This design comes from an exercise in tuning for small area on the open sky130 flow, not from production work.
At most, simulation tests tie the RTL to the original design; equivalence was not proved.
The flow treats the clock pin as an ideal source. Dropping or thinning the clock tree relies on that and would not hold on a real chip.

==> inputs of run a <==
==> flow/design.v <==
module FPAdder(
  input             clk,
  input      [31:0] A_56,
  input      [31:0] B_56,
  output reg [31:0] sum_56
);
  wire        sA = A_56[31];
  wire        sB = B_56[31];
  wire  [7:0] eA = A_56[30:23];
  wire  [7:0] eB = B_56[30:23];
  wire [22:0] mA = A_56[22:0];
  wire [22:0] mB = B_56[22:0];
  wire  [8:0] dsum   = {1'b0, eA} + {1'b0, ~eB};
  wire        larger = dsum[8];
  wire  [7:0] amt    = dsum[7:0] ^ {8{~larger}};
  wire [22:0] ms1    = larger ? {1'b0, mB[22:1]} : mA;
  wire [22:0] sh     = (|amt[7:5]) ? 23'd0 : (ms1 >> amt[4:0]);
  wire [22:0] ml     = larger ? mA : mB;
  wire  [7:0] el     = larger ? eA : eB;
  wire        sL     = larger ? sA : sB;
  wire        op     = sA ^ sB;
  wire        eqe    = eA == eB;
  wire        byp    = (A_56 == 32'd0) | (B_56 == 32'd0);
  wire        sg     = byp ? (sA | sB) : (op ? sL : sA);
  wire        f      = ~byp & op & eqe;
  reg  [22:0] r1_ml, r1_sh;
  reg   [7:0] r1_e;
  reg         r1_sg, r1_f, r1_op, r1_byp;
  always @(posedge clk) begin
    r1_ml  <= ml;
    r1_sh  <= sh;
    r1_e   <= el;
    r1_sg  <= sg;
    r1_f   <= f;
    r1_op  <= op;
    r1_byp <= byp;
  end
  wire [22:0] b  = r1_sh ^ {23{r1_op}};
  wire [22:0] p  = r1_ml ^ b;
  wire [22:0] g  = r1_ml & b;
  wire [22:0] G, P;              
  genvar i;
  generate
    for (i = 0; i < 23; i = i + 1) begin : pfx
      if (i == 0) begin : b0
        assign G[0] = g[0];
        assign P[0] = p[0];
      end else begin : bi
        assign G[i] = g[i] | (p[i] & G[i-1]);
        assign P[i] = p[i] & P[i-1];
      end
    end
  endgenerate
  wire        c   = G[22];
  wire        cin = r1_op & c;
  wire [22:0] cy  = {G[21:0] | (P[21:0] & {22{cin}}), cin};
  wire [22:0] z   = p ^ cy;
  wire        inv = r1_op & ~c;
  wire [23:0] t   = {~r1_op & c, z ^ {23{inv}}};
  wire        gt   = c;
  wire        lt   = ~c & ~P[22];
  wire        sign = r1_f ? (r1_sg ? gt : lt) : r1_sg;
  reg  [23:0] r2_t;
  reg   [7:0] r2_e;
  reg         r2_sign, r2_byp;
  always @(posedge clk) begin
    r2_t    <= t;
    r2_e    <= r1_e;
    r2_sign <= sign;
    r2_byp  <= r1_byp;
  end
  wire        keep = r2_byp | (~r2_t[23] & r2_t[22]);
  reg  [31:0] res;
  always @(*) begin
    if (keep)
      res = {r2_sign, r2_e, r2_t[22:0]};
    else if (r2_t[23])
      res = {r2_sign, r2_e + 8'd1, r2_t[23:1]};
    else
      res = {r2_sign, r2_e - 8'd1, r2_t[21:0], 1'b0};
  end
  reg [31:0] r3, r4;
  always @(posedge clk) begin
    r3     <= res;
    r4     <= r3;
    sum_56 <= r4;
  end
endmodule
==> flow/flow/run.sh <==
#!/bin/bash
# Standard ORFS layout, with plain buf_1 cells as the port buffers.
set -euo pipefail
bash standard.sh "BUFFER_PORTS_ARGS=-buffer_cell sky130_fd_sc_hd__buf_1" finish > flow_make.log 2>&1
==> flow/standard.sh <==
#!/bin/bash
# synth_recipe.tcl (not shown) runs the flow's synth.tcl, then flattens the netlist and writes it again
# the make line also repeats each setting of config.mk as NAME=value (left out here)
make -C /OpenROAD-flow-scripts/flow DESIGN_CONFIG=/design/flow/config.mk WORK_HOME=/design/flow/orfs CLKGATE_MAP_FILE= SYNTH_SCRIPT=/design/flow/synth_recipe.tcl "${@:-finish}"
==> flow/config.mk <==
export PLATFORM = sky130hd
export DESIGN_NAME = FPAdder
export DESIGN_NICKNAME = FPAdder
export VERILOG_FILES = /design/flow/design.v
export SDC_FILE = /design/flow/constraint.sdc
export NUM_CORES = 4
export LEC_CHECK = 0
export CAP_MARGIN = 20
export CORE_MARGIN = 2
export CORE_UTILIZATION = 40
export CTS_BUF_LIST = sky130_fd_sc_hd__clkbuf_8
export CTS_CLUSTER_DIAMETER = 100
export CTS_CLUSTER_SIZE = 40
export SLEW_MARGIN = 20
==> flow/constraint.sdc <==
create_clock -name core_clock -period 4.0 [get_ports {clk}]
set_input_delay 0.8000 -clock core_clock [delete_from_list [all_inputs] [get_ports {clk}]]
set_output_delay 0.8000 -clock core_clock [all_outputs]
set_load 0.01 [all_outputs]
==> run b: changes against run a <==
--- a/flow/design.v
+++ b/flow/design.v
@@ -25,2 +25,3 @@
   wire        f      = ~byp & op & eqe;
+  wire [22:0] mlx    = ml ^ {23{op}};
   reg  [22:0] r1_ml, r1_sh;
@@ -29,3 +30,3 @@
   always @(posedge clk) begin
-    r1_ml  <= ml;
+    r1_ml  <= mlx;
     r1_sh  <= sh;
@@ -37,5 +38,4 @@
   end
-  wire [22:0] b  = r1_sh ^ {23{r1_op}};
-  wire [22:0] p  = r1_ml ^ b;
-  wire [22:0] g  = r1_ml & b;
+  wire [22:0] p  = r1_ml ^ r1_sh;
+  wire [22:0] g  = r1_ml & r1_sh;
   wire [22:0] G, P;              
@@ -59,4 +59,4 @@
   wire [23:0] t   = {~r1_op & c, z ^ {23{inv}}};
-  wire        gt   = c;
-  wire        lt   = ~c & ~P[22];
+  wire        gt   = ~c & ~P[22];
+  wire        lt   = c;
   wire        sign = r1_f ? (r1_sg ? gt : lt) : r1_sg;
@@ -72,11 +72,15 @@
   wire        keep = r2_byp | (~r2_t[23] & r2_t[22]);
-  reg  [31:0] res;
+  wire        dec  = ~keep & ~r2_t[23];
+  wire        inc  = ~keep & r2_t[23];
+  wire  [7:0] eo   = r2_e + {{7{dec}}, inc | dec};
+  reg  [22:0] mo;
   always @(*) begin
     if (keep)
-      res = {r2_sign, r2_e, r2_t[22:0]};
+      mo = r2_t[22:0];
     else if (r2_t[23])
-      res = {r2_sign, r2_e + 8'd1, r2_t[23:1]};
+      mo = r2_t[23:1];
     else
-      res = {r2_sign, r2_e - 8'd1, r2_t[21:0], 1'b0};
+      mo = {r2_t[21:0], 1'b0};
   end
+  wire [31:0] res = {r2_sign, eo, mo};
   reg [31:0] r3, r4;
==> flow/flow/run.sh (replaced) <==
#!/bin/bash
# Layout flow: the standard ORFS flow (standard.sh) with these changes:
#  - synthesis maps the logic with the ABC script flow/abc.script; the rest of
#    synthesis (register mapping, flattening, renaming) is the standard
#    synthesis script, unchanged;
#  - the port buffers are plain buf_1 cells;
#  - clock tree synthesis uses clkbuf_8 cells and no dummy loads, and its leaf
#    level is then rebuilt as six clkbuf_16 buffers, each driving an equal,
#    compact group of registers (flow/merge_cts.tcl); the root buffer drives
#    the six, so every register sees the same two buffers.
# Each tool's output goes to the ORFS logs under orfs/logs/; make's own output
# to flow_make*.log and the clock tree step's to clock_leaves.log, here.
set -euo pipefail
here=$(pwd)
results=$here/orfs/results/sky130hd/FPAdder/base
# ORFS's synth.tcl with only the ABC script replaced
sed 's|^source \$::env(SCRIPTS_DIR)/synth_preamble.tcl$|&\nset abc_args [lreplace $abc_args 1 1 '"$here"'/flow/abc.script]|' \
  "$FLOW_HOME/scripts/synth.tcl" > "$here/synth_area.tcl"
grep -q "flow/abc.script" "$here/synth_area.tcl"
# The standard flow's synthesis script, sourcing the copy above
sed 's|source \$::env(SCRIPTS_DIR)/synth.tcl|source '"$here"'/synth_area.tcl|' \
  synth_recipe.tcl > "$here/synth_recipe_area.tcl"
grep -q "synth_area.tcl" "$here/synth_recipe_area.tcl"
args=("SYNTH_SCRIPT=$here/synth_recipe_area.tcl"
  "BUFFER_PORTS_ARGS=-buffer_cell sky130_fd_sc_hd__buf_1"
  "CTS_ARGS=-sink_clustering_enable -repair_clock_nets -dont_use_dummy_load -buf_list sky130_fd_sc_hd__clkbuf_8")
bash standard.sh "${args[@]}" cts > flow_make_cts.log 2>&1
cat > "$here/clock_leaves.tcl" <<EOT
source $here/flow/merge_cts.tcl
read_db $results/4_cts.odb
merge_clock_leaves 2 3 sky130_fd_sc_hd__clkbuf_16 sky130_fd_sc_hd__clkbuf_8
detailed_placement
check_placement -verbose
write_db $results/4_cts.odb
EOT
openroad -no_init -exit "$here/clock_leaves.tcl" > clock_leaves.log 2>&1
bash standard.sh "${args[@]}" finish > flow_make.log 2>&1
==> flow/flow/abc.script (new file) <==
&get -n
&st
&dch
&nf -R 100
&st
&syn2
&if -g -K 6
&synch2
&nf -R 100
&st
&syn2
&if -g -K 6
&synch2
&nf -R 100
&st
&syn2
&if -g -K 6
&synch2
&nf -R 100
&st
&syn2
&if -g -K 6
&synch2
&nf -R 100
&st
&syn2
&if -g -K 6
&synch2
&nf -R 100
&put
buffer -c
topo
stime -c
upsize -c
dnsize -c
==> flow/flow/merge_cts.tcl (new file) <==
# Replace the clock tree's leaf level: the registers are split into nx * ny
# groups of equal size by position (nx parts in x, each in ny parts in y), and
# each group is driven by one leaf buffer (leafmaster) at its centre; the root
# buffer drives these. Leaf buffers left without registers are removed.
proc inst_center {inst} {
  set b [$inst getBBox]
  return [list [expr {([$b xMin] + [$b xMax]) / 2}] [expr {([$b yMin] + [$b yMax]) / 2}]]
}
proc merge_clock_leaves {nx ny leafmaster rootmaster} {
  set db [ord::get_db]
  set block [ord::get_db_block]
  set big [$db findMaster $leafmaster]
  set root ""
  foreach inst [$block getInsts] {
    if {[string match "clkbuf_0_*" [$inst getName]]} { set root $inst }
  }
  if {$root == ""} { error "no root clock buffer" }
  $root swapMaster [$db findMaster $rootmaster]
  set rootnet [[$root findITerm X] getNet]
  set leaves {}
  set sinks {}
  foreach it [$rootnet getITerms] {
    set inst [$it getInst]
    if {$inst == $root} continue
    if {![string match "*clkbuf*" [[$inst getMaster] getName]]} { error "root drives [$inst getName]" }
    lappend leaves $inst
    foreach st [[[$inst findITerm X] getNet] getITerms] {
      if {[$st getInst] == $inst} continue
      if {[$st getIoType] != "INPUT"} continue
      set c [inst_center [$st getInst]]
      lappend sinks [list [lindex $c 0] [lindex $c 1] $st]
    }
  }
  set ng [expr {$nx * $ny}]
  if {[llength $leaves] < $ng} { error "only [llength $leaves] leaf buffers" }
  # nx * ny groups of equal size: split by x into nx parts, each by y into ny
  set sx [lsort -integer -index 0 $sinks]
  set n [llength $sx]
  set groups {}
  for {set i 0} {$i < $nx} {incr i} {
    set part [lrange $sx [expr {$i * $n / $nx}] [expr {($i + 1) * $n / $nx - 1}]]
    set sy [lsort -integer -index 1 $part]
    set m [llength $sy]
    for {set j 0} {$j < $ny} {incr j} {
      lappend groups [lrange $sy [expr {$j * $m / $ny}] [expr {($j + 1) * $m / $ny - 1}]]
    }
  }
  set keep [lrange $leaves 0 [expr {$ng - 1}]]
  foreach l $keep g $groups {
    set knet [[$l findITerm X] getNet]
    set ax 0; set ay 0
    foreach s $g {
      set it [lindex $s 2]
      $it disconnect
      $it connect $knet
      incr ax [lindex $s 0]; incr ay [lindex $s 1]
    }
    set n [llength $g]
    $l swapMaster $big
    $l setLocation [expr {$ax / $n}] [expr {$ay / $n}]
    $l setPlacementStatus PLACED
    puts "clock leaf [$l getName]: $n registers"
  }
  foreach l [lrange $leaves $ng end] {
    set net [[$l findITerm X] getNet]
    foreach it [$net getITerms] {
      if {[$it getInst] != $l} { error "leaf [$l getName] still drives [[$it getInst] getName]" }
    }
    [$l findITerm A] disconnect
    [$l findITerm X] disconnect
    odb::dbInst_destroy $l
    odb::dbNet_destroy $net
  }
}
Settings changed: CTS_BUF_LIST sky130_fd_sc_hd__clkbuf_8 to unset, CTS_CLUSTER_DIAMETER 100 to unset, CTS_CLUSTER_SIZE 40 to unset, GPL_TIMING_DRIVEN set to 0, PLACE_DENSITY set to 0.8.
==> results.toml <==
[place]
place_hpwl_mm = 14.9

[detailed_routing]
num_vias = 6232

[status]
status = "no timing/DRC/antenna violations"

[logic_synthesis]
yosys-top-cells-area = "dfxtp_1, mux2i_1, ha_1"
synth_fa_ha_area_share_pct = 6.41
That was run b.
==> results.toml <==
[finish]
largest_class = "multi-input gates"

[setup_path]
crit_arrival_ps = 3890

[cts]
cts_made_buffers = 17

[logic_synthesis]
syn_nets = 969
yosys-top-cells-area = "dfxtp_1, mux2i_1, ha_1"

[worst_hold_path]
holdPathEnd = "r4[21]"

[status]
status = "no timing/DRC/antenna violations"
That was run a.
Function not checked in run a: the RTL went through the layout flow alone.

-- afterwards: timing with drivers on the ports --
In the flow no input, the clock included, has a driving cell. The finished layouts below were timed again as built, in two steps.
Step 1, drivers: a clkbuf_16 drives clk and a buf_2 each remaining input, both assumed.
Step 2 times the ports against the registers' clock, not the clock port: input delays grow and output delays shrink by t, the midpoint of the rising clock arrivals with the driver on.
Three values: ideal, step 1, step 2; two values: the first two.
run | shift t [ns] | slack for setup (ns) | slew at the worst register clock pin (ns)
run a | 0.495 | 0.499 / 0.499 / 0.169 | 0.10 / 0.10
run b | 0.441 | 0.253 / 0.263 / -0.178 | 0.11 / 0.11
Met with ideal ports but missed after step 2: setup timing in run b. The setup slack of run b, which loses most, moves by +0.010 ns with the drivers and by -0.431 ns with both steps.
